Context: an optimization exercise on an open-source flow, tuned for small area, a short achievable clock period and few clock cycles per item. The choices shown serve that exercise and are no tape-out recipe.
Where RTL was checked, it was by simulation tests only, not by an equivalence proof against the original.
Only the layout flow was run in runs 4 to 8; the RTL was not checked for function there.
Power is estimated from default activity; no workload was simulated.

File: design/flow/constraint.sdc
create_clock -name core_clock -period 6.0 [get_ports {clk}]
set_input_delay 1.2000 -clock core_clock [delete_from_list [all_inputs] [get_ports {clk}]]
set_output_delay 1.2000 -clock core_clock [all_outputs]
set_load 0.01 [all_outputs]
File: design/flow/standard.sh
#!/bin/bash
# synth_recipe.tcl (not shown) runs the flow's synth.tcl, then flattens the netlist and writes it again
# the make line also repeats each setting of config.mk as NAME=value (left out here)
make -C /OpenROAD-flow-scripts/flow DESIGN_CONFIG=/design/flow/config.mk WORK_HOME=/design/flow/orfs CLKGATE_MAP_FILE= SYNTH_SCRIPT=/design/flow/synth_recipe.tcl "${@:-finish}"
File: design/flow/design.v
module cache_controller(
    input  logic         clk,
    input  logic         rst_n,
    input  logic         read_req,      
    input  logic         write_req,     
    input  logic         cache_flush,   
    input  logic [31:0]  p_addr,        
    output logic [31:0]  m_addr,        
    input  logic [31:0]  p_w_data,      
    output logic [31:0]  p_r_data,      
    input  logic [127:0] m_r_data,      
    output logic [127:0] m_w_data,      
    input  logic         main_mem_ack,  
    output logic         mem_write,     
    output logic         mem_read,      
    output logic         stall,         
    output logic         p_ready        
);
    localparam PB = 3;      
    logic [127:0] line;     
    logic [27:0]  tag;      
    logic         valid;
    logic         dirty;
    logic         hit_r;    
    logic         miss_r;   
    logic         rd_r;     
    logic         wr_r;     
    logic         ack_r;    
    logic [3:0]   selm_r;   
    logic [3:0]   sell_r;   
    logic         rw, match, miss, fill_done, wb_done;
    logic [3:0]   word;     
    logic [3:0]   wsel;     
    logic [3:0]   fsel;     
    logic [3:0]   hold;     
    logic [127:0] line_d;
    assign rw    = read_req | write_req;
    assign match = valid && (tag == p_addr[31:4]);
    assign miss  = !(valid && (tag[PB-1:0] == p_addr[PB+3:4])) || miss_r;
    assign fill_done = rd_r && main_mem_ack;
    assign wb_done   = wr_r && main_mem_ack;
    assign mem_write = dirty && ((rw && miss) || cache_flush);
    assign mem_read  = rw && !dirty && miss;
    assign m_addr    = {(dirty ? tag : p_addr[31:4]), 4'b0000};
    assign m_w_data  = line;
    assign p_ready = (rw && hit_r) || (main_mem_ack && ack_r) || (cache_flush && !dirty);
    assign stall   = (read_req | write_req | cache_flush) & ~p_ready;
    always_comb begin
        p_r_data = 32'd0;
        for (int k = 0; k < 4; k++)
            p_r_data = p_r_data
                     | ({32{selm_r[k]}} & m_r_data[32*k +: 32])
                     | ({32{sell_r[k]}} & line[32*k +: 32]);
    end
    always_comb begin
        for (int k = 0; k < 4; k++) begin
            word[k] = (p_addr[3:2] == 2'(k));
            wsel[k] = write_req && word[k] && (hit_r || fill_done);
            fsel[k] = fill_done && !wsel[k];
            hold[k] = !wsel[k] && !fill_done;
            line_d[32*k +: 32] = ({32{hold[k]}} & line[32*k +: 32])
                               | ({32{wsel[k]}} & p_w_data)
                               | ({32{fsel[k]}} & m_r_data[32*k +: 32]);
        end
    end
    always_ff @(posedge clk) begin
        line   <= line_d;
        selm_r <= word & {4{mem_read && !main_mem_ack}};
        sell_r <= word & {4{!(mem_read && !main_mem_ack)}};
        if (fill_done)
            tag <= p_addr[31:4];
    end
    always_ff @(posedge clk or negedge rst_n) begin
        if (!rst_n) begin
            valid  <= 1'b0;
            dirty  <= 1'b0;
            hit_r  <= 1'b0;
            miss_r <= 1'b0;
            rd_r   <= 1'b0;
            wr_r   <= 1'b0;
            ack_r  <= 1'b0;
        end else begin
            hit_r  <= stall && match;
            miss_r <= stall && !match;
            rd_r   <= mem_read && !main_mem_ack;
            wr_r   <= mem_write && !main_mem_ack;
            ack_r  <= (mem_read || (mem_write && cache_flush)) && !main_mem_ack;
            if (fill_done)
                valid <= 1'b1;
            if (wb_done)
                dirty <= 1'b0;
            else if (write_req && (hit_r || fill_done))
                dirty <= 1'b1;
        end
    end
endmodule
File: design/flow/flow/run.sh
#!/bin/bash
# Standard layout with two changes:
#  - synthesis maps the logic with an area-oriented ABC script
#    (flow/abc_area.script) instead of ORFS's speed script; everything else
#    in the standard flow's synthesis script (synth_recipe.tcl) is kept;
#  - the ports get plain buf_1 buffers (buffer_ports -buffer_cell).
set -euo pipefail
W=$PWD
# synth_recipe.tcl with a wrapper that swaps the ABC script
{
  head -n 1 synth_recipe.tcl
  cat <<EOT
proc abc {args} {
  set i [lsearch -exact \$args -script]
  if {\$i >= 0} { set args [lreplace \$args [expr {\$i+1}] [expr {\$i+1}] $W/flow/abc_area.script] }
  yosys abc {*}\$args
}
EOT
  tail -n +2 synth_recipe.tcl
} > synth_area.tcl
sed "s#SYNTH_SCRIPT=[^ ]*synth_recipe.tcl#SYNTH_SCRIPT=$W/synth_area.tcl#" standard.sh > standard_area.sh
grep -q "SYNTH_SCRIPT=$W/synth_area.tcl" standard_area.sh
export BUFFER_PORTS_ARGS="-buffer_cell sky130_fd_sc_hd__buf_1"
bash standard_area.sh > standard.log 2>&1
File: design/flow/config.mk
export PLATFORM = sky130hd
export DESIGN_NAME = cache_controller
export DESIGN_NICKNAME = cache_controller
export VERILOG_FILES = /design/flow/design.v
export SDC_FILE = /design/flow/constraint.sdc
export NUM_CORES = 4
export LEC_CHECK = 0
export CAP_MARGIN = 20
export CORE_MARGIN = 2
export CORE_UTILIZATION = 45
export CTS_BUF_LIST = sky130_fd_sc_hd__clkbuf_8
export SETUP_SLACK_MARGIN = 2.8
export SLEW_MARGIN = 20
File: design/flow/flow/abc_area.script
strash
&get -n
&fraig -x
&put
dc2
strash
&get -n
&dch -f
&nf
&put
==> results of run 1 <==
[cell type report]
| class | instances | area, um2 |
|---|---|---|
| Clock buffer | 17 | 234.0 |
| Antenna cell | 1 | 2.502 |
| Clock inverter | 15 | 180.2 |
| Multi-Input combinational cell | 397 | 3411 |
| Fill cell | 1557 | 6270 |
| Inverter | 142 | 533.0 |
| Sequential cell | 171 | 3747 |
| Timing Repair Buffer | 416 | 1813 |
| Tap cell | 220 | 275.3 |
[routing by layer]
| metal | vias up | GRT usage (%) | share of wire (%) | wire length (um) |
|---|---|---|---|---|
| li1 | 3861 | - | - | - |
| met1 | 4273 | 45.40 | 35 | 12200 |
| met2 | 765 | 60.45 | 47 | 16420 |
| met3 | 112 | 9.741 | 14 | 4721 |
| met4 | 0 | 16.55 | 4.0 | 1377 |
| met5 | - | 0 | 0 | 0 |
[cells by family after synthesis]
group                     share of synthesized area, %
muxes                                            2.701
DFF                                              49.82
AOI/OAI and AO/OA                                31.16
buffers and inverters                            7.503
other                                          0.04997
xor gates and xnor gates                         1.400
and+or+nand+nor                                  7.369
[repair_timing]
item                       4_1_cts  5_1_grt
resized for setup               26       40
cloned                           2        2
setup endpoints to repair       61      119
pin swaps                       10       16
setup buffers                    6        8
[state kept, by name (all words and copies together), names as in the netlist]
signal	count
hit_r	1
wr_r	1
tag	28
dirty	1
selm_r	4
valid	1
sell_r	4
ack_r	1
line	128
rd_r	1
miss_r	1
[cells in the mapped netlist (all sizes together), types with 5 or more instances]
cell	number
nand2b	17
dfxtp	136
nor2b	8
nor2	21
a22oi	34
xor2	10
edfxtp	28
nand3	31
dfrtp	7
a222oi	190
mux2	18
clkinv	142
nand2	14
o21ai	8
a21oi	5
[stage by stage]
stage	hold slack, ps	util (%)
final	466.8	61.92
after CTS	464.0	60.69
after floorplan	398.0	-
after global routing	465.2	61.91
after detailed placement	439.1	57.30
after global placement	420.5	57.30
[final timing paths]
kind	endpoint	startpoint
min in group asynchronous	wr_r	rst_n
setup reg to reg	line[116]	rd_r
hold / removal	dirty	wr_r
max in group asynchronous	rd_r	rst_n
hold reg to reg	dirty	wr_r
setup / recovery	line[116]	main_mem_ack
[power breakdown]
group          internal, uW  switching, uW  leakage, uW
logic                   803           1230      0.00190
registers              1640            419      0.00148
clock network           445            433     0.000207
[critical path, stage by stage]
cell,delay (ps)
clkbuf_2,150
nand2_1,430
clkinv_1,640
nor2_2,1090
a222oi_1,170
clkinv_1,90
==> impl_metrics.env, run 1 <==
export IMPL_synthCells=707
export IMPL_critPathKind="input port to register"
export IMPL_holdBufCountCts=0
export IMPL_setup_ws_ps=2609
export IMPL_pre_cts_ws_ps=2282
export IMPL_rows=47
export IMPL_rsz0062_at_grt="yes"
export IMPL_layout_common_cells="buf_1, a222oi_1, clkinv_1"
export IMPL_slew_headroom_pct=20.96
export IMPL_path_max_fanout=16
export IMPL_antenna_left=0
export IMPL_worst_pin_slew_ps=1184
export IMPL_design_area_mm2=0.01020
export IMPL_die_height_um=133.1
export IMPL_dp_hpwl_um=22640
export IMPL_synth_largest_area_cell="dfxtp_1"
export IMPL_numPortBuffers=387
export IMPL_ys_warn_count=1
export IMPL_ctsLongestPathBuffers=2
export IMPL_slew_viol_final=0
export IMPL_io_pin_count=394
export IMPL_drv_cap=0
export IMPL_fin_worst_skew_ps=14.31
export IMPL_clk_latency_ps=470
export IMPL_cts_sinks=171
export IMPL_viasPerCell=6.534
export IMPL_ys_types=36
export IMPL_wl_per_cell_um=25.18
export IMPL_grt_usage_pct=36.72
export IMPL_hold_viol_final=0
export IMPL_grt_pass1_vias=8374
export IMPL_synthFlopType="dfxtp_1"
export IMPL_chipWidth_um=133.1
export IMPL_status="timing/DRC/antenna clean"
export IMPL_place_area_mm2=0.009435
export IMPL_fin_crit_ps=3391
export IMPL_async_flop_share_pct=4.094
export IMPL_dp_cells=1328
export IMPL_ff2ff_path_depth=5
export IMPL_critical_path_endpoint_type="register"
export IMPL_synth_edf_count=28
export IMPL_worstPathRequired_ps=6400
export IMPL_cts_made_buffers=17
export IMPL_synth_top_area_share_pct=36.28
export IMPL_grt_overflow=0
export IMPL_vdd_drop_max_mv=0.2005
export IMPL_synth_area_leaders="dfxtp_1, a222oi_1, edfxtp_1, clkinv_1, a22oi_1"
export IMPL_fmax_mhz=294.9
export IMPL_post_synth_cell_area_avg_um2=10.61
export IMPL_coreArea_mm2=0.01647
export IMPL_synth_seq_area_share_pct=49.82
export IMPL_power_uw=4975
export IMPL_grt_pass1_wl_um=49890
export IMPL_power_density_mw_per_mm2=487.9
export IMPL_cts_root_buf="clkbuf_8"
export IMPL_final_common_cell="buf_1"
export IMPL_cts_clk_slew_worst_paths_ps=90
export IMPL_area_growth_pct=35.86
export IMPL_setup_viol=0
export IMPL_leakage_uw=0.003596
export IMPL_dr_pass1_iters=13
export IMPL_ys_ff_latch=171
export IMPL_grt_max_degree=44
export IMPL_place_gp_congestion=0.8708
export IMPL_antenna_found_initial=0
export IMPL_whs_path_depth=1
export IMPL_r2r_slack_ps=3090
export IMPL_totalWireLength_um=34720
export IMPL_cts_tree="built"
export IMPL_route_vias_total=9011
export IMPL_route_detailed_drc=0
export IMPL_syn_area_mm2=0.007505
export IMPL_die_area_mm2=0.01773
export IMPL_min_path_type="register to register"
export IMPL_fin_crit_sh_pct=56.52
export IMPL_drt_iter0_markers=1950
export IMPL_finalNonFillerCells=1379
export IMPL_cp_start_kind="input port"
export IMPL_crit_arrival_ps=3790
export IMPL_initial_core_util_pct=45.58
export IMPL_finalNetCount=1343
export IMPL_fin_setup_tns_ps=0
export IMPL_htreeDepth=4
export IMPL_drive_gt1_share_pct=8.981
Testbench counts, summed over its fixed seeds: cycles 67,648, items 12,008.
==> run 2: changes to the inputs <==
--- a/design/flow/config.mk
+++ b/design/flow/config.mk
@@ -8,5 +8,5 @@
 export CAP_MARGIN = 20
 export CORE_MARGIN = 2
-export CORE_UTILIZATION = 45
+export CORE_UTILIZATION = 60
 export CTS_BUF_LIST = sky130_fd_sc_hd__clkbuf_8
 export SETUP_SLACK_MARGIN = 2.8
==> run 2 against run 1 <==
  * Still clean
  * Die area is 24% lower
  * Cell area shrank 1.7%
  * Routed wire length shrank 0.97%
  * Sequential share of layout area up 0.69 points
  * Maximum frequency shrank 0.95%
  * Critical path type is now input port to primary output
  * Largest cell class unchanged
  * Largest power group unchanged
==> impl_metrics.env, run 2 <==
export IMPL_leakage_uw=0.003565
export IMPL_synthFlopType="dfxtp_1"
export IMPL_path_max_fanout=3
export IMPL_ctsLongestPathBuffers=2
export IMPL_grt_max_degree=44
export IMPL_grt_overflow=0
export IMPL_grt_pass1_vias=8862
export IMPL_htreeDepth=4
export IMPL_fin_crit_ps=3424
export IMPL_worstPathRequired_ps=4800
export IMPL_grt_usage_pct=47.97
export IMPL_route_vias_total=9465
export IMPL_syn_area_mm2=0.007505
export IMPL_worst_pin_slew_ps=1106
export IMPL_cts_clk_slew_worst_paths_ps=90
export IMPL_ys_warn_count=1
export IMPL_fin_setup_tns_ps=0
export IMPL_finalNetCount=1341
export IMPL_place_gp_congestion=0.9686
export IMPL_pre_cts_ws_ps=2217
export IMPL_r2r_start="hit_r"
export IMPL_final_util_pct=82.72
export IMPL_antenna_left=0
export IMPL_slew_viol_final=0
export IMPL_largest_register="line"
export IMPL_synthTopCellsByCount="a222oi_1, clkinv_1, dfxtp_1, a22oi_1, nand3_1"
export IMPL_grt_util_met3_pct=17.94
export IMPL_synth_edf_count=28
export IMPL_place_area_mm2=0.009378
export IMPL_power_density_mw_per_mm2=491.4
export IMPL_design_area_mm2=0.01002
export IMPL_wl_per_cell_um=25.91
export IMPL_reg_top3="line (128), tag (28)"
export IMPL_cp_depth=6
export IMPL_area_growth_pct=33.50
export IMPL_cts_tree="built"
export IMPL_viasPerCell=7.133
export IMPL_vdd_drop_max_mv=0.3542
export IMPL_holdBufCountCts=0
export IMPL_fin_worst_skew_ps=14.80
export IMPL_finalNonFillerCells=1327
export IMPL_cts_root_buf="clkbuf_8"
export IMPL_chipWidth_um=115.8
export IMPL_cts_made_buffers=17
export IMPL_cp_start_kind="input port"
export IMPL_min_path_type="register to register"
export IMPL_fin_crit_sh_pct=57.06
export IMPL_drt_iter0_markers=2998
export IMPL_status="timing/DRC/antenna clean"
export IMPL_drive_gt1_share_pct=8.824
export IMPL_synth_seq_area_share_pct=49.82
export IMPL_crit_chain="buf_6, xor2_4, nor3_4, buf_4, a311oi_4, buf_2"
export IMPL_setup_viol=0
export IMPL_busiest_layer="met2"
export IMPL_cp_slowest_stage_delay_ps=330
export IMPL_critical_path_endpoint_type="primary output"
export IMPL_final_common_cell="buf_1"
export IMPL_synth_top_area_share_pct=36.28
export IMPL_fmax_mhz=292.1
export IMPL_rows=40
export IMPL_initial_core_util_pct=61.96
export IMPL_ys_ff_latch=171
export IMPL_clk_latency_ps=460
export IMPL_crit_arrival_ps=2220
export IMPL_post_synth_cell_area_avg_um2=10.61
export IMPL_die_area_mm2=0.01342
export IMPL_ff2ff_path_depth=6
export IMPL_grt_pass1_wl_um=48660
export IMPL_io_pin_count=394
export IMPL_critPathKind="input port to primary output"
export IMPL_use_met2_pct=75.36
export IMPL_yosysMostFrequentCell="a222oi_1"
export IMPL_ys_types=36
export IMPL_largest_reg_flops=128
export IMPL_die_height_um=115.8
export IMPL_cpMaxStageDelayCell="a311oi_4"
export IMPL_antenna_found_initial=3
export IMPL_synth_area_leaders="dfxtp_1, a222oi_1, edfxtp_1, clkinv_1, a22oi_1"
export IMPL_crit_buf_inv=3
export IMPL_r2r_slack_ps=3450
export IMPL_coreArea_mm2=0.01211
export IMPL_totalWireLength_um=34380
export IMPL_hold_viol_final=0
export IMPL_setup_ws_ps=2576
export IMPL_cts_sinks=171
export IMPL_rsz0062_at_grt="yes"
export IMPL_synthCells=707
export IMPL_cp_startpoint="p_addr[6]"
export IMPL_dr_pass1_iters=15
export IMPL_cp_endpoint="mem_read"
export IMPL_use_met1_pct=56.47
export IMPL_dp_cells=1281
export IMPL_async_flop_share_pct=4.094
export IMPL_synth_largest_area_cell="dfxtp_1"
export IMPL_slew_headroom_pct=26.06
export IMPL_route_detailed_drc=0
export IMPL_drv_cap=0
export IMPL_r2r_end="line[86]"
export IMPL_numPortBuffers=387
export IMPL_path_delay_family="buffers and inverters"
export IMPL_dp_hpwl_um=22670
export IMPL_layout_common_cells="buf_1, a222oi_1, clkinv_1"
[run 2: how the worst min path moves through the flow]
stage | start | endpoint | slack, ps | cells past startpoint
floorplan | wr_r | dirty | 400 | 1
global placement | wr_r | dirty | 410 | 1
detailed placement | wr_r | dirty | 410 | 1
CTS | wr_r | dirty | 420 | 1
global route | wr_r | dirty | 440 | 1
finish | wr_r | dirty | 430 | 1
[run 2: layout make-up]
| class | count | area (um2) |
|---|---|---|
| Sequential cell | 171 | 3751 |
| Multi-Input combinational cell | 393 | 3390 |
| Fill cell | 809 | 2093 |
| Timing Repair Buffer | 418 | 1757 |
| Inverter | 142 | 535.5 |
| Clock buffer | 21 | 289.0 |
| Tap cell | 168 | 210.2 |
| Clock inverter | 11 | 78.83 |
| Antenna cell | 3 | 7.507 |
[run 2: metal layers]
| metal | vias to the layer above | wire length, um | part of all wire, % |
|---|---|---|---|
| li1 | 3859 | - | - |
| met1 | 4296 | 10830 | 31 |
| met2 | 1058 | 15450 | 45 |
| met3 | 252 | 5619 | 16 |
| met4 | 0 | 2481 | 7.2 |
| met5 | - | 0 | 0 |
[run 2: metrics by stage]
step	hold slack, ps	power, uW
2_1_floorplan	398.0	3133
3_3_place_gp	408.0	3967
3_5_place_dp	410.8	4015
4_1_cts	422.6	4788
5_1_grt	440.0	5154
6_report	426.8	4923
[run 2: kinds of logic after synthesis]
group,synth area share (%)
multiplexers,2.701
flip-flops,49.82
AND/OR/NAND/NOR,7.369
other,0.04997
XOR/XNOR,1.400
AO/OA/AOI/OAI,31.16
buffers and inverters,7.503
[run 2: power breakdown]
| part | leakage (uW) | total [uW] | internal [uW] | switching [uW] |
|---|---|---|---|---|
| clock network | 0.000207 | 777 | 364 | 413 |
| registers | 0.00149 | 2090 | 1650 | 443 |
| logic | 0.00187 | 2060 | 796 | 1260 |
[run 2: repair_timing]
item | in CTS | in global routing
resized for setup | 21 | 35
setup buffers | 3 | 8
setup endpoints to repair | 107 | 14
pin swaps | 6 | 14
gates cloned | 0 | 0
==> run 3: changes to the inputs <==
--- a/design/flow/config.mk
+++ b/design/flow/config.mk
@@ -8,6 +8,6 @@
 export CAP_MARGIN = 20
 export CORE_MARGIN = 2
-export CORE_UTILIZATION = 60
+export CORE_UTILIZATION = 50
 export CTS_BUF_LIST = sky130_fd_sc_hd__clkbuf_8
-export SETUP_SLACK_MARGIN = 2.8
+export SETUP_SLACK_MARGIN = 2.5
 export SLEW_MARGIN = 20
==> run 3 against run 2 <==
  * Still clean
  * Maximum frequency increased by 1.1%
  * Clock power rose by 11%
  * Flip-flop and latch count is the same
  * Critical path depth is the same
  * Setup slack improved by 36 ps
  * Synthesized cell count did not move
  * Count of clock-buffer cells in the layout shrank 3
  * Critical endpoint is now mem_write
  * Largest cell class unchanged
==> impl_metrics.env, run 3 <==
export IMPL_postCtsSetupBuffers=0
export IMPL_critPathKind="input port to primary output"
export IMPL_initial_core_util_pct=51.44
export IMPL_grt_pass1_wl_um=48120
export IMPL_totalWireLength_um=33010
export IMPL_crit_chain="buf_1, xor2_1, nor3_2, a31oi_1, o21a_1, buf_1"
export IMPL_finalNetCount=1326
export IMPL_cp_slowest_stage_delay_ps=270
export IMPL_internal_power_uw=2865
export IMPL_numPortBuffers=387
export IMPL_ys_warn_count=1
export IMPL_dp_hpwl_um=21970
export IMPL_post_synth_cell_area_avg_um2=10.61
export IMPL_path_max_fanout=3
export IMPL_r2r_slack_ps=3140
export IMPL_worstHoldStart="wr_r"
export IMPL_min_to="dirty"
export IMPL_ys_types=36
export IMPL_crit_arrival_ps=2190
export IMPL_slew_headroom_pct=23.93
export IMPL_whs_path_depth=1
export IMPL_synth_largest_area_cell="dfxtp_1"
export IMPL_fin_crit_ps=3388
export IMPL_synthTopCellsByCount="a222oi_1, clkinv_1, dfxtp_1, a22oi_1, nand3_1"
export IMPL_io_pin_count=394
export IMPL_min_path_type="register to register"
export IMPL_area_growth_pct=30.78
export IMPL_grt_max_degree=39
export IMPL_die_height_um=126.5
export IMPL_synth_edf_count=28
export IMPL_hold_viol_final=0
export IMPL_place_gp_congestion=0.8964
export IMPL_drive_gt1_share_pct=4.908
export IMPL_grt_overflow=0
export IMPL_route_vias_total=8894
export IMPL_layout_common_cells="buf_1, a222oi_1, clkinv_1"
export IMPL_ctsLongestPathBuffers=2
export IMPL_synth_seq_area_share_pct=49.82
export IMPL_yosysMostFrequentCell="a222oi_1"
export IMPL_clk_latency_ps=470
export IMPL_reg_top3="line (128), tag (28)"
export IMPL_holdWs_ps=415.5
export IMPL_worstPathRequired_ps=4800
export IMPL_leakage_uw=0.003427
export IMPL_status="timing/DRC/antenna clean"
export IMPL_syn_area_mm2=0.007505
export IMPL_wl_per_cell_um=24.89
export IMPL_fillers=1245
export IMPL_route_detailed_drc=0
export IMPL_cpMostUsedCell="buf_1"
export IMPL_cts_tree="built"
export IMPL_largest_register="line"
export IMPL_rsz0062_at_grt="no"
export IMPL_fin_crit_sh_pct=56.47
export IMPL_dr_pass1_iters=19
export IMPL_drt_iter0_markers=2355
export IMPL_fin_worst_skew_ps=12.72
export IMPL_seqPwrFrac_pct=42.0
export IMPL_p_sw_share_pct=41.52
export IMPL_synth_area_leaders="dfxtp_1, a222oi_1, edfxtp_1, clkinv_1, a22oi_1"
export IMPL_viasPerCell=6.707
export IMPL_cp_start_kind="input port"
export IMPL_cts_resized=0
export IMPL_register_area_mm2=0.003741
export IMPL_vdd_drop_max_mv=0.2806
export IMPL_die_area_mm2=0.01600
export IMPL_synth_top_area_share_pct=36.28
export IMPL_ys_ff_latch=171
export IMPL_antenna_left=0
export IMPL_cts_sinks=171
export IMPL_critical_path_endpoint_type="primary output"
export IMPL_final_common_cell="buf_1"
export IMPL_cts_root_buf="clkbuf_8"
export IMPL_worst_pin_slew_ps=1138
export IMPL_power_density_mw_per_mm2=499.2
export IMPL_htreeDepth=4
export IMPL_clkPwrFrac_pct=17.6
export IMPL_cts_made_buffers=17
export IMPL_async_flop_share_pct=4.094
export IMPL_p_switching_uw=2034
export IMPL_fin_setup_tns_ps=0
export IMPL_setup_viol=0
export IMPL_cpMaxStageDelayCell="nor3_2"
export IMPL_largest_reg_flops=128
export IMPL_fmax_mhz=295.1
export IMPL_drv_cap=0
export IMPL_grt_pass1_vias=8173
export IMPL_holdBufCountCts=0
export IMPL_cts_clk_slew_worst_paths_ps=80
export IMPL_grt_usage_pct=39.15
export IMPL_slew_viol_final=0
export IMPL_chipWidth_um=126.5
export IMPL_multi_input_area_mm2=0.003323
export IMPL_r2r_end="line[57]"
export IMPL_coreArea_mm2=0.01459
export IMPL_antenna_found_initial=1
export IMPL_rows=44
export IMPL_r2r_start="rd_r"
export IMPL_ff2ff_path_depth=6
export IMPL_synthCells=707
export IMPL_p_comb_share_pct=40.4
export IMPL_synthFlopType="dfxtp_1"
-- run 3: worst max path at each step --
stage	start	cells past startpoint	slack (ps)	to
finish	p_addr[6]	6	2610	mem_write
global route	p_addr[6]	6	2510	mem_write
CTS	p_addr[6]	6	2500	mem_write
detailed placement	main_mem_ack	7	2250	line[57]
global placement	main_mem_ack	7	2320	line[41]
floorplan	main_mem_ack	5	2430	line[31]
-- run 3: worst max-delay path: cells and delay by family --
kind                   cells  cell delay (ps)
AO/OA/AOI/OAI              2              320
AND/OR/NAND/NOR            1              270
buffers and inverters      2              240
XOR/XNOR                   1              160
-- run 3: power by group through the flow --
stage	Sequential (uW)	Clock, uW	Combinational, uW
after floorplan	2220	0	906
after global placement	2050	0	1930
after detailed placement	2050	0	1960
after CTS	2030	867	1970
after global routing	2100	917	2130
final	2060	863	1980
-- run 3: per-stage QoR --
step	power, uW	util, %	instance area, um2	setup slack, ps	instances
floorplan	3130	-	7567	2431	710
detailed placement	4011	64.38	9393	2251	1293
global placement	3984	64.38	9393	2320	1293
global route	5155	67.27	9814	2511	1326
CTS	4868	67.20	9804	2503	1325
finish	4899	67.27	9814	2612	1326
-- run 3: per-layer routing --
layer / global-route usage (%) / vias to the layer above / wire [um]
li1: - / 3830 / -
met1: 50.53 / 4145 / 11590
met2: 60.81 / 814 / 15170
met3: 11.60 / 105 / 5007
met4: 17.84 / 0 / 1241
met5: 0 / - / 0
-- run 3: cells by family (layout without fill, tap and decap cells) --
group                  count (synthesis)  after routing  share of synthesized area [%]
multiplexers                          18             18                          2.701
other                                  1              5                        0.04997
XOR/XNOR                              12             12                          1.400
AND/OR/NAND/NOR                      108            108                          7.369
buffers and inverters                146            577                          7.503
flip-flops                           171            171                          49.82
AO/OA/AOI/OAI                        251            251                          31.16
-- run 3: layout make-up --
class	count	area share, %
flip-flops and latches	171	38.12
multi-input cells	393	33.86
repair buffers	403	16.03
inverters	142	5.431
clock buffers	18	2.524
well taps	184	2.346
clock inverters	14	1.670
diodes	1	0.02550
==> run 4: changes to the inputs <==
--- a/design/flow/design.v
+++ b/design/flow/design.v
@@ -24,14 +24,12 @@
     logic         hit_r;    
     logic         miss_r;   
+    logic         wreq_r;   
+    logic [3:0]   ws_r;     
     logic         rd_r;     
     logic         wr_r;     
     logic         ack_r;    
-    logic [3:0]   selm_r;   
-    logic [3:0]   sell_r;   
     logic         rw, match, miss, fill_done, wb_done;
     logic [3:0]   word;     
     logic [3:0]   wsel;     
-    logic [3:0]   fsel;     
-    logic [3:0]   hold;     
     logic [127:0] line_d;
     assign rw    = read_req | write_req;
@@ -47,25 +45,20 @@
     assign stall   = (read_req | write_req | cache_flush) & ~p_ready;
     always_comb begin
+        for (int k = 0; k < 4; k++) begin
+            word[k] = (p_addr[3:2] == 2'(k));
+            wsel[k] = ws_r[k] && wreq_r && (hit_r || rd_r);
+            line_d[32*k +: 32] = wsel[k] ? p_w_data :
+                                 rd_r    ? m_r_data[32*k +: 32] : line[32*k +: 32];
+        end
+    end
+    always_comb begin
         p_r_data = 32'd0;
         for (int k = 0; k < 4; k++)
-            p_r_data = p_r_data
-                     | ({32{selm_r[k]}} & m_r_data[32*k +: 32])
-                     | ({32{sell_r[k]}} & line[32*k +: 32]);
-    end
-    always_comb begin
-        for (int k = 0; k < 4; k++) begin
-            word[k] = (p_addr[3:2] == 2'(k));
-            wsel[k] = write_req && word[k] && (hit_r || fill_done);
-            fsel[k] = fill_done && !wsel[k];
-            hold[k] = !wsel[k] && !fill_done;
-            line_d[32*k +: 32] = ({32{hold[k]}} & line[32*k +: 32])
-                               | ({32{wsel[k]}} & p_w_data)
-                               | ({32{fsel[k]}} & m_r_data[32*k +: 32]);
-        end
+            p_r_data = p_r_data | ({32{ws_r[k]}} & line_d[32*k +: 32]);
     end
     always_ff @(posedge clk) begin
         line   <= line_d;
-        selm_r <= word & {4{mem_read && !main_mem_ack}};
-        sell_r <= word & {4{!(mem_read && !main_mem_ack)}};
+        ws_r   <= word;
+        wreq_r <= write_req;
         if (fill_done)
             tag <= p_addr[31:4];
@@ -90,5 +83,5 @@
             if (wb_done)
                 dirty <= 1'b0;
-            else if (write_req && (hit_r || fill_done))
+            else if (wreq_r && (hit_r || fill_done))
                 dirty <= 1'b1;
         end
--- a/design/flow/config.mk
+++ b/design/flow/config.mk
@@ -8,6 +8,6 @@
 export CAP_MARGIN = 20
 export CORE_MARGIN = 2
-export CORE_UTILIZATION = 50
+export CORE_UTILIZATION = 60
 export CTS_BUF_LIST = sky130_fd_sc_hd__clkbuf_8
-export SETUP_SLACK_MARGIN = 2.5
+export SETUP_SLACK_MARGIN = 2.8
 export SLEW_MARGIN = 20
==> run 4 against run 3 <==
  * Area after synthesis increased by 0.82%
  * Synthesized cell count grew 11%
  * The run now fails in global routing (5_1_grt)
==> impl_metrics.env, run 4 <==
export IMPL_status="did not finish"
export IMPL_lastStage="global routing (5_1_grt)"
export IMPL_error="[ERROR GRT-0232] Routing congestion too high. Check the congestion heatmap in the GUI."
export IMPL_htreeDepth=4
export IMPL_synth_top_area_share_pct=35.19
export IMPL_synth_top_family_by_area="multiplexers"
export IMPL_cts_made_buffers=17
export IMPL_synth_compound_area_share_pct=16.01
export IMPL_ys_ff_latch=168
export IMPL_numPortBuffers=387
export IMPL_dp_hpwl_um=18450
export IMPL_synthXorXnorAreaFrac_pct=0.5788
export IMPL_chipWidth_um=116.3
export IMPL_worst_endpoint="p_r_data[26]"
export IMPL_die_height_um=116.3
export IMPL_synth_area_mux_share_pct=19.76
export IMPL_holdBufCountCts=0
export IMPL_cts_root_buf="clkbuf_8"
export IMPL_antenna_found_initial=10
export IMPL_ys_warn_count=1
export IMPL_yosysMostFrequentCell="nor2_1"
export IMPL_syn_area_mm2=0.007566
export IMPL_synthAdderAreaFrac_pct=0
export IMPL_synth_seq_area_share_pct=48.62
export IMPL_synthCells=782
export IMPL_synthFlopType="dfxtp_1"
export IMPL_synthTopCellsByCount="nor2_1, a21oi_1, dfxtp_1, mux2i_1, nand2_1"
export IMPL_ctsLongestPathBuffers=2
export IMPL_place_gp_congestion=0.8578
export IMPL_ys_types=33
export IMPL_initial_core_util_pct=60.69
export IMPL_grt_max_degree=41
export IMPL_post_synth_cell_area_avg_um2=9.675
export IMPL_synth_edf_count=28
export IMPL_rows=41
export IMPL_grt_usage_pct=77.74
export IMPL_synth_largest_area_cell="dfxtp_1"
export IMPL_io_pin_count=394
export IMPL_synth_area_leaders="dfxtp_1, mux2i_1, edfxtp_1, a21oi_1, nor2_1"
export IMPL_cts_sinks=168
export IMPL_yosys_area_share_simple_pct=13.94
export IMPL_async_flop_share_pct=4.167
export IMPL_worstEpCategory="output port"
export IMPL_grt_overflow=29
run 4: through the flow:
step	worst slack [ps]	std cells	util, %	cell area [um2]
3_5_place_dp	2481	1358	75.14	9366
2_1_floorplan	472.9	785	-	7581
4_1_cts	2515	1450	87.13	10860
3_3_place_gp	2477	1358	75.14	9366
run 4: worst max path at each step:
| stage | end | from | slack (ps) |
|---|---|---|---|
| 2_1_floorplan | p_r_data[12] | rd_r | 470 |
| 3_3_place_gp | p_r_data[11] | rd_r | 2480 |
| 3_5_place_dp | p_r_data[11] | rd_r | 2480 |
| 4_1_cts | p_r_data[11] | rd_r | 2510 |
run 4: logic make-up after synthesis:
kind of cell	after synthesis
buffers and inverters	17
multiplexers	147
AO/OA/AOI/OAI	193
XOR/XNOR	5
other	1
flip-flops	168
AND/OR/NAND/NOR	251
run 4: power groups by stage:
stage,Sequential [uW],Clock [uW],Combinational (uW)
CTS,1890,846,2370
detailed placement,1930,0,2080
floorplan,2230,0,975
global placement,1920,0,2050
run 4: what timing repair did:
action | in CTS
gates resized for setup | 108
pin swaps | 38
buffers inserted | 44
endpoints found under the setup margin | 35
gates cloned | 16
run 4: per-layer routing:
layer | GRT overflow | track usage [%]
met1 | 0 | 79.81
met2 | 14 | 92.13
met3 | 0 | 66.37
met4 | 15 | 71.67
met5 | 0 | 26.67
==> run 5: changes to the inputs <==
--- a/design/flow/config.mk
+++ b/design/flow/config.mk
@@ -8,5 +8,5 @@
 export CAP_MARGIN = 20
 export CORE_MARGIN = 2
-export CORE_UTILIZATION = 60
+export CORE_UTILIZATION = 45
 export CTS_BUF_LIST = sky130_fd_sc_hd__clkbuf_8
 export SETUP_SLACK_MARGIN = 2.8
==> run 5 against run 4 <==
  * The run now finishes clean
  * Synthesized cell count is the same
  * Area after synthesis unchanged
==> impl_metrics.env, run 5 <==
export IMPL_synthCells=782
export IMPL_reg_top3="line (128), tag (28), ws_r (4)"
export IMPL_ys_types=33
export IMPL_cp_startpoint="rd_r"
export IMPL_initial_core_util_pct=45.79
export IMPL_ys_ff_latch=168
export IMPL_die_height_um=133.7
export IMPL_post_synth_cell_area_avg_um2=9.675
export IMPL_crit_chain="buf_12, buf_16, mux2i_2, a21oi_2, a222oi_1, nand2_1, buf_2"
export IMPL_ys_warn_count=1
export IMPL_holdBufCountCts=0
export IMPL_synthFlopType="dfxtp_1"
export IMPL_ctsLongestPathBuffers=2
export IMPL_largest_register="line"
export IMPL_synth_largest_area_cell="dfxtp_1"
export IMPL_synth_edf_count=28
export IMPL_finalNetCount=1484
export IMPL_r2r_start="tag[0]"
export IMPL_pre_cts_ws_ps=2298
export IMPL_fin_setup_tns_ps=0
export IMPL_synth_area_leaders="dfxtp_1, mux2i_1, edfxtp_1, a21oi_1, nor2_1"
export IMPL_cts_sinks=168
export IMPL_synth_seq_area_share_pct=48.62
export IMPL_status="timing/DRC/antenna clean"
export IMPL_coreArea_mm2=0.01652
export IMPL_async_flop_share_pct=4.167
export IMPL_synth_top_area_share_pct=35.19
export IMPL_grt_pass1_wl_um=45400
export IMPL_syn_area_mm2=0.007566
export IMPL_worstPathRequired_ps=4800
export IMPL_clk_latency_ps=470
export IMPL_fin_crit_sh_pct=59.48
export IMPL_numPortBuffers=387
export IMPL_viasPerCell=5.605
export IMPL_largest_reg_flops=128
export IMPL_drive_gt1_share_pct=17.86
export IMPL_fin_crit_ps=3569
export IMPL_area_growth_pct=55.91
export IMPL_cts_clk_slew_worst_paths_ps=90
export IMPL_r2r_slack_ps=2940
export IMPL_setup_ws_ps=2431
export IMPL_slew_viol_final=0
export IMPL_path_max_fanout=15
export IMPL_grt_overflow=0
export IMPL_chipWidth_um=133.7
export IMPL_setup_viol=0
export IMPL_crit_arrival_ps=2370
export IMPL_dr_pass1_iters=6
export IMPL_holdWs_ps=451.2
export IMPL_worst_pin_slew_ps=520.1
export IMPL_cp_start_kind="register"
export IMPL_vdd_drop_max_mv=0.2059
export IMPL_critPathKind="register to primary output"
export IMPL_drv_cap=0
export IMPL_hold_viol_final=0
export IMPL_leakage_uw=0.004666
export IMPL_final_common_cell="buf_1"
export IMPL_cts_made_buffers=17
export IMPL_cp_endpoint="p_r_data[6]"
export IMPL_design_area_mm2=0.01180
export IMPL_fmax_mhz=280.2
export IMPL_power_density_mw_per_mm2=467.5
export IMPL_cts_tree="built"
export IMPL_route_vias_total=8519
export IMPL_grt_usage_pct=33.48
export IMPL_slew_headroom_pct=65.33
export IMPL_min_path_type="register to register"
export IMPL_critical_path_endpoint_type="primary output"
export IMPL_synthTopCellsByCount="nor2_1, a21oi_1, dfxtp_1, mux2i_1, nand2_1"
export IMPL_route_detailed_drc=0
export IMPL_antenna_left=0
export IMPL_cts_root_buf="clkbuf_8"
export IMPL_htreeDepth=4
export IMPL_cpMaxStageDelayCell="dfrtp_4"
export IMPL_grt_pass1_vias=7870
export IMPL_die_area_mm2=0.01787
export IMPL_antenna_found_initial=1
export IMPL_rsz0062_at_grt="yes"
export IMPL_grt_max_degree=41
export IMPL_fin_worst_skew_ps=11.05
export IMPL_rows=47
export IMPL_drt_iter0_markers=734
export IMPL_wl_per_cell_um=21.74
export IMPL_layout_common_cells="buf_1, dfxtp_1, nor2_1"
export IMPL_io_pin_count=394
export IMPL_place_area_mm2=0.009412
export IMPL_cp_slowest_stage_delay_ps=540
export IMPL_ff2ff_path_depth=22
export IMPL_totalWireLength_um=33050
export IMPL_r2r_end="ack_r"
export IMPL_place_gp_congestion=0.8833
export IMPL_yosysMostFrequentCell="nor2_1"
export IMPL_dp_hpwl_um=19460
run 5: cell counts after synthesis:
Identical to the previous run, type by type.
run 5: final cells by class:
type	count	area, um2
Multi-Input combinational cell	600	4173
Antenna cell	1	2.502
Inverter	13	51.30
Tap cell	220	275.3
Fill cell	1345	4728
Clock buffer	18	247.7
Sequential cell	168	3684
Clock inverter	14	181.4
Timing Repair Buffer	486	3182
run 5: repair_timing:
action / in CTS / in global routing
resized for setup: 93 / 150
endpoints found under the setup margin: 35 / 38
pin swaps: 24 / 46
cloned: 15 / 11
setup buffers: 39 / 18
run 5: how the worst min path moves through the flow:
stage | depth (start not counted) | startpoint | end | slack [ps]
3_5_place_dp | 1 | wr_r | dirty | 440
4_1_cts | 1 | wr_r | dirty | 450
3_3_place_gp | 1 | wr_r | dirty | 430
2_1_floorplan | 1 | wr_r | dirty | 420
5_1_grt | 1 | wr_r | dirty | 480
6_report | 1 | wr_r | dirty | 450
run 5: routing by layer:
layer / part of all wire, % / wire length [um] / track usage [%]
met4: 3.7 / 1207 / 14.48
met3: 9.5 / 3148 / 7.458
met1: 38 / 12440 / 41.31
met5: 0 / 0 / 0
met2: 49 / 16260 / 56.39
run 5: metrics by stage:
stage	total power, uW	util [%]	std cells
floorplan	3201	-	785
global placement	4021	56.95	1404
detailed placement	4039	56.95	1404
CTS	5173	65.68	1490
global route	5798	71.39	1520
finish	5515	71.39	1520
run 5: cells by family after synthesis:
family / count (synthesis) / synth area share [%]
and+or+nand+nor: 251 / 13.94
buffers and inverters: 17 / 1.042
other: 1 / 0.04956
xor gates and xnor gates: 5 / 0.5789
muxes: 147 / 19.76
DFF: 168 / 48.62
AOI/OAI and AO/OA: 193 / 16.01
run 5: power breakdown:
part           internal, uW  total, uW  switching, uW
sequential             1650       1920            270
combinational          1200       2700           1510
clock                   462        898            436
total                  3300       5510           2210
run 5: worst max-delay path: cells and delay by family, from the launching register on:
kind,cells,cell delay (ps)
AOI/OAI and AO/OA,2,580
DFF,1,540
buffers and inverters,3,500
muxes,1,210
and+or+nand+nor,1,80
==> run 6: changes to the inputs <==
--- a/design/flow/config.mk
+++ b/design/flow/config.mk
@@ -10,4 +10,4 @@
 export CORE_UTILIZATION = 45
 export CTS_BUF_LIST = sky130_fd_sc_hd__clkbuf_8
-export SETUP_SLACK_MARGIN = 2.8
+export SETUP_SLACK_MARGIN = 2.2
 export SLEW_MARGIN = 20
==> run 6 against run 5 <==
  * Combinational power down about 20%
  * Sequential share of layout area up 5.6 points
  * Register-to-register slack better by 1300 ps
  * First-iteration DRC count down 38%
  * Setup slack worse by 77 ps
  * Clock power down 4.1%
  * Final cell count down 4.7%
  * Flip-flop and latch count unchanged
  * Non-clock buffer count down 71
  * Count of clock-buffer cells in the layout up 3
  * Synthesized cell count unchanged
  * Routed wire length down 16%
==> impl_metrics.env, run 6 <==
export IMPL_status="timing/DRC/antenna clean"
export IMPL_viasPerCell=5.269
export IMPL_design_area_mm2=0.01000
export IMPL_min_path_type="register to register"
export IMPL_cp_slowest_stage_delay_ps=540
export IMPL_grt_usage_pct=29.29
export IMPL_grt_pass1_wl_um=40210
export IMPL_crit_arrival_ps=2450
export IMPL_ys_ff_latch=168
export IMPL_crit_buf_inv=3
export IMPL_path_max_fanout=13
export IMPL_cts_made_buffers=17
export IMPL_clk_latency_ps=450
export IMPL_fin_setup_tns_ps=0
export IMPL_ys_warn_count=1
export IMPL_hold_viol_final=0
export IMPL_async_flop_share_pct=4.167
export IMPL_synthFlopType="dfxtp_1"
export IMPL_worstHoldStart="wr_r"
export IMPL_largest_reg_flops=128
export IMPL_rows=47
export IMPL_slew_viol_final=0
export IMPL_io_pin_count=394
export IMPL_numPortBuffers=387
export IMPL_critPathKind="register to primary output"
export IMPL_rsz0062_at_grt="no"
export IMPL_antenna_found_initial=0
export IMPL_wl_per_cell_um=19.10
export IMPL_fin_crit_ps=3646
export IMPL_worst_pin_slew_ps=503.6
export IMPL_synth_edf_count=28
export IMPL_largest_register="line"
export IMPL_drv_cap=0
export IMPL_grt_pass1_vias=7296
export IMPL_fin_worst_skew_ps=14.18
export IMPL_layout_common_cells="buf_1, nor2_1, a21oi_1, dfxtp_1, mux2i_1"
export IMPL_synth_largest_area_cell="dfxtp_1"
export IMPL_cp_startpoint="rd_r"
export IMPL_final_util_pct=60.54
export IMPL_setup_viol=0
export IMPL_fin_crit_sh_pct=60.76
export IMPL_r2r_start="dirty"
export IMPL_ys_types=33
export IMPL_slew_headroom_pct=66.43
export IMPL_cp_start_kind="register"
export IMPL_holdWs_ps=473.6
export IMPL_synth_top_area_share_pct=35.19
export IMPL_chipWidth_um=133.7
export IMPL_drive_gt1_share_pct=4.723
export IMPL_dp_hpwl_um=19350
export IMPL_leakage_uw=0.003806
export IMPL_totalWireLength_um=27660
export IMPL_critical_path_endpoint_type="primary output"
export IMPL_synth_seq_area_share_pct=48.62
export IMPL_synth_area_leaders="dfxtp_1, mux2i_1, edfxtp_1, a21oi_1, nor2_1"
export IMPL_finalNonFillerCells=1448
export IMPL_initial_core_util_pct=45.79
export IMPL_vdd_drop_max_mv=0.1919
export IMPL_synthCells=782
export IMPL_dp_cells=1405
export IMPL_die_area_mm2=0.01787
export IMPL_place_area_mm2=0.009419
export IMPL_finalNetCount=1413
export IMPL_cts_clk_slew_worst_paths_ps=80
export IMPL_drt_iter0_markers=457
export IMPL_route_vias_total=7629
export IMPL_post_synth_cell_area_avg_um2=9.675
export IMPL_coreArea_mm2=0.01652
export IMPL_cpMaxStageDelayCell="dfrtp_4"
export IMPL_worstPathRequired_ps=4800
export IMPL_crit_chain="o211ai_1, buf_4, clkbuf_4, nor2_1, a21oi_1, a222oi_1, nand2_1, buf_1"
export IMPL_cts_sinks=168
export IMPL_ctsLongestPathBuffers=2
export IMPL_htreeDepth=4
export IMPL_place_gp_congestion=0.8728
export IMPL_reg_top3="line (128), tag (28), ws_r (4)"
export IMPL_area_growth_pct=32.23
export IMPL_die_height_um=133.7
export IMPL_final_common_cell="buf_1"
export IMPL_fmax_mhz=274.3
export IMPL_power_density_mw_per_mm2=490.5
export IMPL_grt_overflow=0
export IMPL_cts_tree="built"
export IMPL_cts_root_buf="clkbuf_8"
export IMPL_diodes=0
export IMPL_antenna_left=0
export IMPL_synthTopCellsByCount="nor2_1, a21oi_1, dfxtp_1, mux2i_1, nand2_1"
export IMPL_syn_area_mm2=0.007566
export IMPL_grt_max_degree=63
export IMPL_holdBufCountCts=0
export IMPL_yosysMostFrequentCell="nor2_1"
export IMPL_path_delay_family="compound AO/OA/AOI/OAI gates"
export IMPL_dr_pass1_iters=6
export IMPL_route_detailed_drc=0
run 6: repair_timing:
action                     4_1_cts  5_1_grt
pin swaps                        0        2
buffers inserted                 2        6
setup endpoints to repair       32       23
gates cloned                     0        3
gates resized for setup          3        9
run 6: logic make-up (layout without fill, tap and decap cells):
logic type	count (synthesis)	after routing	share of synthesized area, %
compound gates	193	193	16.01
xor+xnor	5	5	0.5789
buf+inv	17	460	1.042
flops	168	168	48.62
mux	147	147	19.76
other cells	1	4	0.04956
simple gates	251	251	13.94
run 6: power breakdown:
group          total, uW  internal [uW]  switching (uW)
clock                861            450             411
sequential          1900           1650             253
combinational       2150            837            1310
total               4910           2930            1970
run 6: path summary, 6_finish.rpt:
| kind | to | slack (ps) | cells past startpoint |
|---|---|---|---|
| max in group asynchronous | rd_r | 5000 | 1 |
| min in group asynchronous | miss_r | 640 | 1 |
| hold / removal | dirty | 470 | 1 |
| setup reg to reg | miss_r | 4230 | 6 |
| hold reg to reg | dirty | 470 | 1 |
| setup / recovery | p_r_data[16] | 2350 | 8 |
run 6: cell type report:
| class | instances | area (um2) |
|---|---|---|
| Inverter | 13 | 48.80 |
| Sequential cell | 168 | 3682 |
| Multi-Input combinational cell | 600 | 3820 |
| Clock inverter | 11 | 131.4 |
| Clock buffer | 21 | 289.0 |
| Fill cell | 1547 | 6520 |
| Tap cell | 220 | 275.3 |
| Timing Repair Buffer | 415 | 1758 |
run 6: through the flow:
step	setup WS, ps	power [uW]
floorplan	472.9	3201
global placement	2289	4022
detailed placement	2254	4035
CTS	2216	4917
global route	2211	5207
finish	2354	4908
run 6: layer usage:
| layer | wire (um) | up-vias | GRT usage, % |
|---|---|---|---|
| li1 | - | 3754 | - |
| met1 | 10950 | 3471 | 34.40 |
| met2 | 13530 | 360 | 50.89 |
| met3 | 2387 | 44 | 7.801 |
| met4 | 790 | 0 | 11.82 |
| met5 | 0 | - | 0 |
run 6: worst register-to-register path, stage by stage, from the launching register on:
cell,delay (ps)
dfrtp_1,320
buf_4,390
clkinv_1,210
a221o_1,370
or2_0,250
clkinv_1,70
and2_0,110
==> run 7: changes to the inputs <==
--- a/design/flow/config.mk
+++ b/design/flow/config.mk
@@ -10,4 +10,4 @@
 export CORE_UTILIZATION = 45
 export CTS_BUF_LIST = sky130_fd_sc_hd__clkbuf_8
-export SETUP_SLACK_MARGIN = 2.2
+export SETUP_SLACK_MARGIN = 2.5
 export SLEW_MARGIN = 20
==> run 7 against run 6 <==
  * Highest routed layer unchanged
  * Clock skew shrank 0.77 ps
  * Still clean on timing, DRC and antenna
  * Critical endpoint is now p_r_data[30]
  * Via count grew 3.3%
  * Utilization grew 4.3 points
  * Non-clock buffer count grew 26
==> impl_metrics.env, run 7 <==
export IMPL_path_max_fanout=6
export IMPL_numPortBuffers=387
export IMPL_ys_ff_latch=168
export IMPL_cts_root_buf="clkbuf_8"
export IMPL_cp_start_kind="register"
export IMPL_critical_path_endpoint_type="primary output"
export IMPL_synthTopCellsByCount="nor2_1, a21oi_1, dfxtp_1, mux2i_1, nand2_1"
export IMPL_worstHoldStart="wr_r"
export IMPL_largest_reg_flops=128
export IMPL_seqPwrFrac_pct=37.5
export IMPL_p_switching_uw=2038
export IMPL_slew_headroom_pct=65.47
export IMPL_post_synth_cell_area_avg_um2=9.675
export IMPL_status="timing/DRC/antenna clean"
export IMPL_async_flop_share_pct=4.167
export IMPL_io_pin_count=394
export IMPL_holdBufCountCts=0
export IMPL_r2r_start="tag[2]"
export IMPL_r2r_slack_ps=4250
export IMPL_critPathKind="register to primary output"
export IMPL_area_growth_pct=41.53
export IMPL_ctsLongestPathBuffers=2
export IMPL_synth_area_leaders="dfxtp_1, mux2i_1, edfxtp_1, a21oi_1, nor2_1"
export IMPL_grt_pass1_wl_um=42050
export IMPL_syn_area_mm2=0.007566
export IMPL_synth_top_area_share_pct=35.19
export IMPL_worstPathRequired_ps=4800
export IMPL_r2r_end="wr_r"
export IMPL_yosysMostFrequentCell="nor2_1"
export IMPL_cp_startpoint="rd_r"
export IMPL_fin_setup_tns_ps=0
export IMPL_viasPerCell=5.342
export IMPL_antenna_found_initial=0
export IMPL_synthFlopType="dfxtp_1"
export IMPL_reg_top3="line (128), tag (28), ws_r (4)"
export IMPL_worst_pin_slew_ps=517.9
export IMPL_route_vias_total=7879
export IMPL_clk_latency_ps=460
export IMPL_ys_warn_count=1
export IMPL_coreArea_mm2=0.01652
export IMPL_die_area_mm2=0.01787
export IMPL_largest_register="line"
export IMPL_fin_crit_sh_pct=59.08
export IMPL_slew_viol_final=0
export IMPL_wl_per_cell_um=20.12
export IMPL_cts_sinks=168
export IMPL_grt_usage_pct=30.84
export IMPL_cp_endpoint="p_r_data[30]"
export IMPL_final_common_cell="buf_1"
export IMPL_cts_made_buffers=17
export IMPL_drive_gt1_share_pct=10.77
export IMPL_power_density_mw_per_mm2=474.0
export IMPL_min_path_type="register to register"
export IMPL_crit_arrival_ps=2340
export IMPL_setup_ws_ps=2455
export IMPL_synth_largest_area_cell="dfxtp_1"
export IMPL_p_sw_share_pct=40.16
export IMPL_totalWireLength_um=29680
export IMPL_grt_overflow=0
export IMPL_ff2ff_path_depth=6
export IMPL_layout_common_cells="buf_1, dfxtp_1, nor2_1"
export IMPL_ys_types=33
export IMPL_finalNetCount=1439
export IMPL_chipWidth_um=133.7
export IMPL_hold_viol_final=0
export IMPL_synth_edf_count=28
export IMPL_place_gp_congestion=0.8728
export IMPL_whs_path_depth=1
export IMPL_vdd_drop_max_mv=0.2028
export IMPL_internal_power_uw=3037
export IMPL_drv_cap=0
export IMPL_htreeDepth=4
export IMPL_route_detailed_drc=0
export IMPL_cts_tree="built"
export IMPL_rows=47
export IMPL_fin_worst_skew_ps=13.41
export IMPL_antenna_left=0
export IMPL_drt_iter0_markers=491
export IMPL_clkPwrFrac_pct=17.0
export IMPL_fmax_mhz=282.1
export IMPL_setup_viol=0
export IMPL_grt_max_degree=41
export IMPL_die_height_um=133.7
export IMPL_synthCells=782
export IMPL_rsz0062_at_grt="yes"
export IMPL_dr_pass1_iters=5
export IMPL_fin_crit_ps=3545
export IMPL_cts_clk_slew_worst_paths_ps=80
export IMPL_dp_hpwl_um=19350
export IMPL_initial_core_util_pct=45.79
export IMPL_leakage_uw=0.004158
export IMPL_synth_seq_area_share_pct=48.62
export IMPL_p_comb_share_pct=45.4
export IMPL_pre_cts_ws_ps=2254
export IMPL_grt_pass1_vias=7574
## run 7: cell count changes in the layout (fill, tap and decap cells not counted), sizes merged
| cell | change |
|---|---|
| clkbuf | +9 |
| diode | +1 |
| buf | +17 |
## run 7: how the worst min path moves through the flow
| stage | slack (ps) | endpoint |
|---|---|---|
| after CTS | 460 | dirty |
| after detailed placement | 450 | dirty |
| after floorplan | 420 | dirty |
| after global routing | 490 | dirty |
| after global placement | 420 | dirty |
| final | 470 | dirty |
## run 7: layer usage
layer  track usage (%)  vias up  routed length [um]
met5                 0        -                   0
met4             13.42        0                1013
met3             7.839       59                2469
met2             53.72      407               14520
met1             35.93     3609               11680
li1                  -     3804                   -
## run 7: kinds of logic (layout without fill, tap and decap cells)
logic type,Yosys count,count (layout),share of synthesized area [%]
and+or+nand+nor,251,251,13.94
buffers and inverters,17,486,1.042
xor gates and xnor gates,5,5,0.5789
other,1,5,0.04956
DFF,168,168,48.62
AOI/OAI and AO/OA,193,193,16.01
muxes,147,147,19.76
## run 7: final cells by class
class,instances,area (um2)
Multi-Input combinational cell,600,3980
Sequential cell,168,3685
Timing Repair Buffer,441,2296
Clock inverter,11,131.4
Antenna cell,1,2.502
Fill cell,1465,5817
Clock buffer,21,289.0
Tap cell,220,275.3
Inverter,13,48.80
## run 7: timing repair
| item | 4_1_cts | 5_1_grt |
|---|---|---|
| resized for setup | 19 | 113 |
| gates cloned | 5 | 5 |
| setup buffers | 13 | 14 |
| endpoints found under the setup margin | 32 | 35 |
| pin swaps | 4 | 30 |
## run 7: through the flow
step,std cells,total power (uW),utilization (%),hold slack [ps],instance area (um2)
5_1_grt,1474,5366,64.78,488.6,10710
3_5_place_dp,1405,4035,57.00,447.2,9419
3_3_place_gp,1405,4022,57.00,422.6,9419
4_1_cts,1455,4964,61.23,462.5,10120
2_1_floorplan,785,3201,-,417.4,7581
6_report,1475,5075,64.80,470.7,10710
## run 7: worst max-delay path, cell delays in order, from the launching register on
cell and delay (ps):
dfrtp_4 470, o211ai_1 130, buf_4 170, buf_12 140, buf_8 130, nor2_2 70
a21oi_1 50, a222oi_1 460, nand2_1 110, buf_2 160
## run 7: power groups by stage
stage               Clock (uW)  Sequential, uW  Combinational [uW]
floorplan                    0            2230                 975
global placement             0            1940                2080
detailed placement           0            1950                2080
CTS                        876            1890                2200
global route               915            1950                2500
finish                     865            1900                2310
==> run 8: changes to the inputs <==
==> design/flow/design.v (replaced) <==
module cache_controller(
    input  logic         clk,
    input  logic         rst_n,
    input  logic         read_req,      
    input  logic         write_req,     
    input  logic         cache_flush,   
    input  logic [31:0]  p_addr,        
    output logic [31:0]  m_addr,        
    input  logic [31:0]  p_w_data,      
    output logic [31:0]  p_r_data,      
    input  logic [127:0] m_r_data,      
    output logic [127:0] m_w_data,      
    input  logic         main_mem_ack,  
    output logic         mem_write,     
    output logic         mem_read,      
    output logic         stall,         
    output logic         p_ready        
);
    localparam PB = 4;      
    logic [127:0] line;     
    logic [27:0]  tag;      
    logic         valid;
    logic         dirty;
    logic         hit_r;    
    logic         miss_r;   
    logic         rd_r;     
    logic         wr_r;     
    logic         ack_r;    
    logic [3:0]   selm_r [2];  
    logic [3:0]   sell_r [2];  
    logic         rw, any, done, match, miss, fill_done, wb_done, fill_next;
    logic [3:0]   word;     
    logic [3:0]   wsel;     
    logic [3:0]   fsel;     
    logic [3:0]   hold;     
    logic [127:0] line_d;
    assign rw    = read_req | write_req;
    assign any   = read_req | write_req | cache_flush;
    assign match = valid && (tag == p_addr[31:4]);
    assign miss  = (tag[PB-1:0] != p_addr[PB+3:4]) || miss_r;
    assign fill_done = rd_r && main_mem_ack;
    assign wb_done   = wr_r && main_mem_ack;
    assign mem_write = dirty && ((rw && miss) || cache_flush);
    assign mem_read  = rw && !dirty && miss;
    assign m_addr    = {(dirty ? tag : p_addr[31:4]), 4'b0000};
    assign m_w_data  = line;
    assign done    = hit_r || (main_mem_ack && ack_r) || (cache_flush && !dirty);
    assign p_ready = any && done;
    assign stall   = any && !done;
    always_comb begin
        for (int h = 0; h < 2; h++) begin
            p_r_data[16*h +: 16] = 16'd0;
            for (int k = 0; k < 4; k++)
                p_r_data[16*h +: 16] = p_r_data[16*h +: 16]
                                     | ({16{selm_r[h][k]}} & m_r_data[32*k+16*h +: 16])
                                     | ({16{sell_r[h][k]}} & line[32*k+16*h +: 16]);
        end
    end
    always_comb begin
        for (int k = 0; k < 4; k++) begin
            word[k] = (p_addr[3:2] == 2'(k));
            wsel[k] = write_req && word[k] && (hit_r || fill_done);
            fsel[k] = fill_done && !wsel[k];
            hold[k] = !wsel[k] && !fill_done;
            line_d[32*k +: 32] = ({32{hold[k]}} & line[32*k +: 32])
                               | ({32{wsel[k]}} & p_w_data)
                               | ({32{fsel[k]}} & m_r_data[32*k +: 32]);
        end
    end
    assign fill_next = mem_read && !main_mem_ack;
    always_ff @(posedge clk) begin
        line <= line_d;
        for (int h = 0; h < 2; h++) begin
            selm_r[h] <= word & {4{fill_next}};
            sell_r[h] <= word & {4{!fill_next}};
        end
        if (fill_done)
            tag <= p_addr[31:4];
    end
    always_ff @(posedge clk or negedge rst_n) begin
        if (!rst_n) begin
            valid  <= 1'b0;
            dirty  <= 1'b0;
            hit_r  <= 1'b0;
            miss_r <= 1'b1;
            rd_r   <= 1'b0;
            wr_r   <= 1'b0;
            ack_r  <= 1'b0;
        end else begin
            hit_r  <= stall && rw && match;
            miss_r <= (stall && !match) || !(valid || fill_done);
            rd_r   <= fill_next;
            wr_r   <= mem_write && !main_mem_ack;
            ack_r  <= (mem_read || (mem_write && cache_flush)) && !main_mem_ack;
            if (fill_done)
                valid <= 1'b1;
            if (wb_done)
                dirty <= 1'b0;
            else if (write_req && (hit_r || fill_done))
                dirty <= 1'b1;
        end
    end
endmodule
==> design/flow/flow/abc_area.script (replaced) <==
strash
&get -n
&fraig -x
&put
dc2
strash
&get -n
&dch -f
&nf -R 1000
&put
--- a/design/flow/config.mk
+++ b/design/flow/config.mk
@@ -8,6 +8,6 @@
 export CAP_MARGIN = 20
 export CORE_MARGIN = 2
-export CORE_UTILIZATION = 45
+export CORE_UTILIZATION = 50
 export CTS_BUF_LIST = sky130_fd_sc_hd__clkbuf_8
-export SETUP_SLACK_MARGIN = 2.5
+export SETUP_SLACK_MARGIN = 2.8
 export SLEW_MARGIN = 20
==> run 8 against run 7 <==
  * Still clean on timing, DRC and antenna
  * Non-clock buffer count fell by 21
  * Utilization increased by 5.4 points
  * Final cell count shrank 7.4%
  * Power increased by 0.31%
  * Setup slack better by 290 ps
  * Via count is 19% higher
  * Combinational power fell by 7%
  * Count of clock-buffer cells in the layout increased by 3
  * Cell area shrank 4.7%
==> impl_metrics.env, run 8 <==
export IMPL_die_height_um=126.1
export IMPL_slew_viol_final=0
export IMPL_cp_slowest_stage_delay_ps=190
export IMPL_p_comb_share_pct=42.3
export IMPL_synthCells=720
export IMPL_cp_start_kind="input port"
export IMPL_post_synth_cell_area_avg_um2=10.35
export IMPL_htreeDepth=4
export IMPL_chipWidth_um=126.1
export IMPL_cpMaxStageDelayCell="nand4_1"
export IMPL_area_growth_pct=36.94
export IMPL_coreArea_mm2=0.01453
export IMPL_layout_common_cells="buf_1, a222oi_1, clkinv_1"
export IMPL_ys_ff_latch=171
export IMPL_min_path_type="register to register"
export IMPL_fin_crit_ps=3252
export IMPL_fin_setup_tns_ps=0
export IMPL_synthFlopType="dfxtp_1"
export IMPL_dr_pass1_iters=13
export IMPL_synth_compound_area_share_pct=32.48
export IMPL_syn_area_mm2=0.007455
export IMPL_antenna_found_initial=0
export IMPL_synthAdderAreaFrac_pct=0
export IMPL_drv_cap=0
export IMPL_antenna_left=0
export IMPL_synth_top_family_by_area="compound AO/OA/AOI/OAI gates"
export IMPL_route_vias_total=9350
export IMPL_totalWireLength_um=36260
export IMPL_critical_path_endpoint_type="primary output"
export IMPL_wl_met3_um=5514
export IMPL_vdd_drop_max_mv=0.3473
export IMPL_ctsLongestPathBuffers=2
export IMPL_cts_made_buffers=17
export IMPL_synth_area_leaders="dfxtp_1, a222oi_1, edfxtp_1, clkinv_1, a22oi_1"
export IMPL_fmax_mhz=307.5
export IMPL_cts_clk_slew_worst_paths_ps=80
export IMPL_finalNetCount=1367
export IMPL_setup_viol=0
export IMPL_top_layer="met4"
export IMPL_cts_sinks=171
export IMPL_synth_edf_count=28
export IMPL_synthTopCellsByCount="a222oi_1, clkinv_1, dfxtp_1, a22oi_1, nand2_1"
export IMPL_drt_iter0_markers=2375
export IMPL_initial_core_util_pct=51.29
export IMPL_synth_largest_area_cell="dfxtp_1"
export IMPL_async_flop_share_pct=4.094
export IMPL_viasPerCell=6.845
export IMPL_status="timing/DRC/antenna clean"
export IMPL_diodes=0
export IMPL_reg_top3="line (128), tag (28)"
export IMPL_io_pin_count=394
export IMPL_power_uw=5091
export IMPL_internal_power_uw=2929
export IMPL_crit_chain="buf_8, xnor2_2, nand4_1, o22ai_2, a21oi_2, buf_2"
export IMPL_fin_worst_skew_ps=14.22
export IMPL_rsz0062_at_grt="yes"
export IMPL_grt_overflow=0
export IMPL_drive_gt1_share_pct=9.729
export IMPL_hold_viol_final=0
export IMPL_grt_usage_pct=42.40
export IMPL_p_switching_uw=2162
export IMPL_wl_met1_um=12220
export IMPL_cts_tree="built"
export IMPL_numPortBuffers=387
export IMPL_largest_register="line"
export IMPL_power_density_mw_per_mm2=498.7
export IMPL_yosys_area_share_simple_pct=6.630
export IMPL_crit_buf_inv=2
export IMPL_wl_per_cell_um=26.54
export IMPL_fin_crit_sh_pct=54.19
export IMPL_synth_area_mux_share_pct=1.662
export IMPL_clk_latency_ps=470
export IMPL_worstPathRequired_ps=4800
export IMPL_dp_hpwl_um=21650
export IMPL_path_delay_family="compound AO/OA/AOI/OAI gates"
export IMPL_synth_top_area_share_pct=36.52
export IMPL_synthXorXnorAreaFrac_pct=1.057
export IMPL_place_gp_congestion=0.9368
export IMPL_cts_root_buf="clkbuf_8"
export IMPL_critPathKind="input port to primary output"
export IMPL_grt_pass1_wl_um=51630
export IMPL_worst_pin_slew_ps=1180
export IMPL_seqPwrFrac_pct=40.9
export IMPL_p_sw_share_pct=42.47
export IMPL_clkPwrFrac_pct=16.9
export IMPL_grt_max_degree=49
export IMPL_leakage_uw=0.003590
export IMPL_synth_seq_area_share_pct=50.17
export IMPL_path_max_fanout=3
export IMPL_largest_reg_flops=128
export IMPL_ys_warn_count=3
export IMPL_die_area_mm2=0.01590
export IMPL_grt_pass1_vias=8624
export IMPL_dr_wl_met2_um=16850
export IMPL_slew_headroom_pct=21.25
export IMPL_route_detailed_drc=0
export IMPL_rows=44
export IMPL_yosysMostFrequentCell="a222oi_1"
export IMPL_crit_arrival_ps=2050
export IMPL_ys_types=32
export IMPL_final_common_cell="buf_1"
-- run 8: changes by cell type after synthesis, sizes merged, moves of 15 or more --
cell	previous run	this run
a21oi	133	7
a222oi	32	179
a22oi	2	45
clkinv	13	150
mux2i	128	0
nand2	71	29
nand2b	19	4
nand3	1	22
nor2	135	25
-- run 8: path summary, 6_finish.rpt --
path                       slack, ps       from  cells past startpoint        end
min                              450       wr_r                      1      dirty
min reg2reg                      450       wr_r                      1      dirty
max                             2750  p_addr[7]                      6  mem_write
min in group asynchronous        610      rst_n                      1      valid
max reg2reg                     3310       rd_r                      7   line[28]
max in group asynchronous       5060      rst_n                      1     miss_r
-- run 8: kinds of logic after synthesis --
logic type      Yosys count
mux                      11
xor+xnor                  9
simple gates            106
flops                   171
buf+inv                 154
other cells               1
compound gates          268
-- run 8: what timing repair did --
item	in CTS	in global routing
gates resized for setup	37	12
gates cloned	9	3
setup buffers	17	4
pin swaps	18	9
hold buffers	0	0
hold endpoints to repair	0	0
endpoints found under the setup margin	162	56
-- run 8: power groups by stage --
stage               combinational, uW  sequential (uW)  clock [uW]
floorplan                         920             2250           0
global placement                 1970             2060           0
CTS                              2060             2050         854
global route                     2310             2120         903
detailed placement               2000             2060           0
finish                           2150             2080         860
-- run 8: worst register-to-register path: stages, from the launching register on --
cell and delay [ps]:
dfrtp_1 400, nand2_4 320, clkinv_16 230, o21ai_4 320
nor3_4 140, nor2_2 920, a222oi_1 230, clkinv_1 90
-- run 8: cell type report --
type,instances,area [um2]
multi-input combinational,409,3411
sequential,171,3747
fill,1220,4325
tap,184,230.2
timing repair buffer,420,1807
clock inverter,8,90.09
inverter,150,593.1
clock buffer,24,330.3
-- run 8: per-layer routing --
metal | track usage, % | up-vias
li1 | - | 3930
met1 | 54.16 | 4314
met2 | 68.63 | 950
met3 | 10.66 | 156
met4 | 18.03 | 0
met5 | 0 | -
-- run 8: stage by stage --
step	area [um2]	hold slack (ps)	setup WS, ps	utilization (%)	std cells
after floorplan	7591	407.3	2801	-	723
after global placement	9326	432.0	2023	64.17	1301
after detailed placement	9326	435.8	1925	64.17	1301
after CTS	10090	447.1	2790	69.41	1359
after global routing	10210	487.5	2712	70.24	1366
final	10210	453.0	2748	70.24	1366

-- static timing again, ports no longer ideal --
The results above use ideal ports. As a check the final layouts listed here were re-extracted and re-timed, cells and wires unchanged. Step 1 sets driving cells, clkbuf_16 on the clock port and buf_2 on the other inputs (assumed; they add their load-dependent delay and slew). Step 2 adds t to the input delays and takes it off the output delays; t is the mean of the earliest and latest rising clock arrival at the registers after step 1. Input paths then give back, and output paths get back, about the clock's delay inside the block. Three values: no drivers, after step 1, after step 2; two values: the first two.
| run | t (ns) | setup slack, ns | latest minus earliest clock arrival (ns) |
|---|---|---|---|
| run 1 | 0.505 | 2.609 / 2.602 / 2.123 | 0.014 / 0.014 |
| run 2 | 0.491 | 2.576 / 2.531 / 2.398 | 0.015 / 0.016 |
| run 3 | 0.506 | 2.612 / 2.576 / 2.134 | 0.016 / 0.016 |
| run 5 | 0.509 | 2.431 / 2.387 / 2.124 | 0.016 / 0.016 |
| run 6 | 0.487 | 2.354 / 2.314 / 2.485 | 0.016 / 0.015 |
| run 7 | 0.488 | 2.455 / 2.415 / 2.499 | 0.015 / 0.015 |
| run 8 | 0.504 | 2.748 / 2.707 / 2.303 | 0.014 / 0.014 |
After both steps every run listed still meets setup and hold. The setup slack of run 1, which loses most, moves by -0.007 ns with the drivers and by -0.486 ns with both steps.
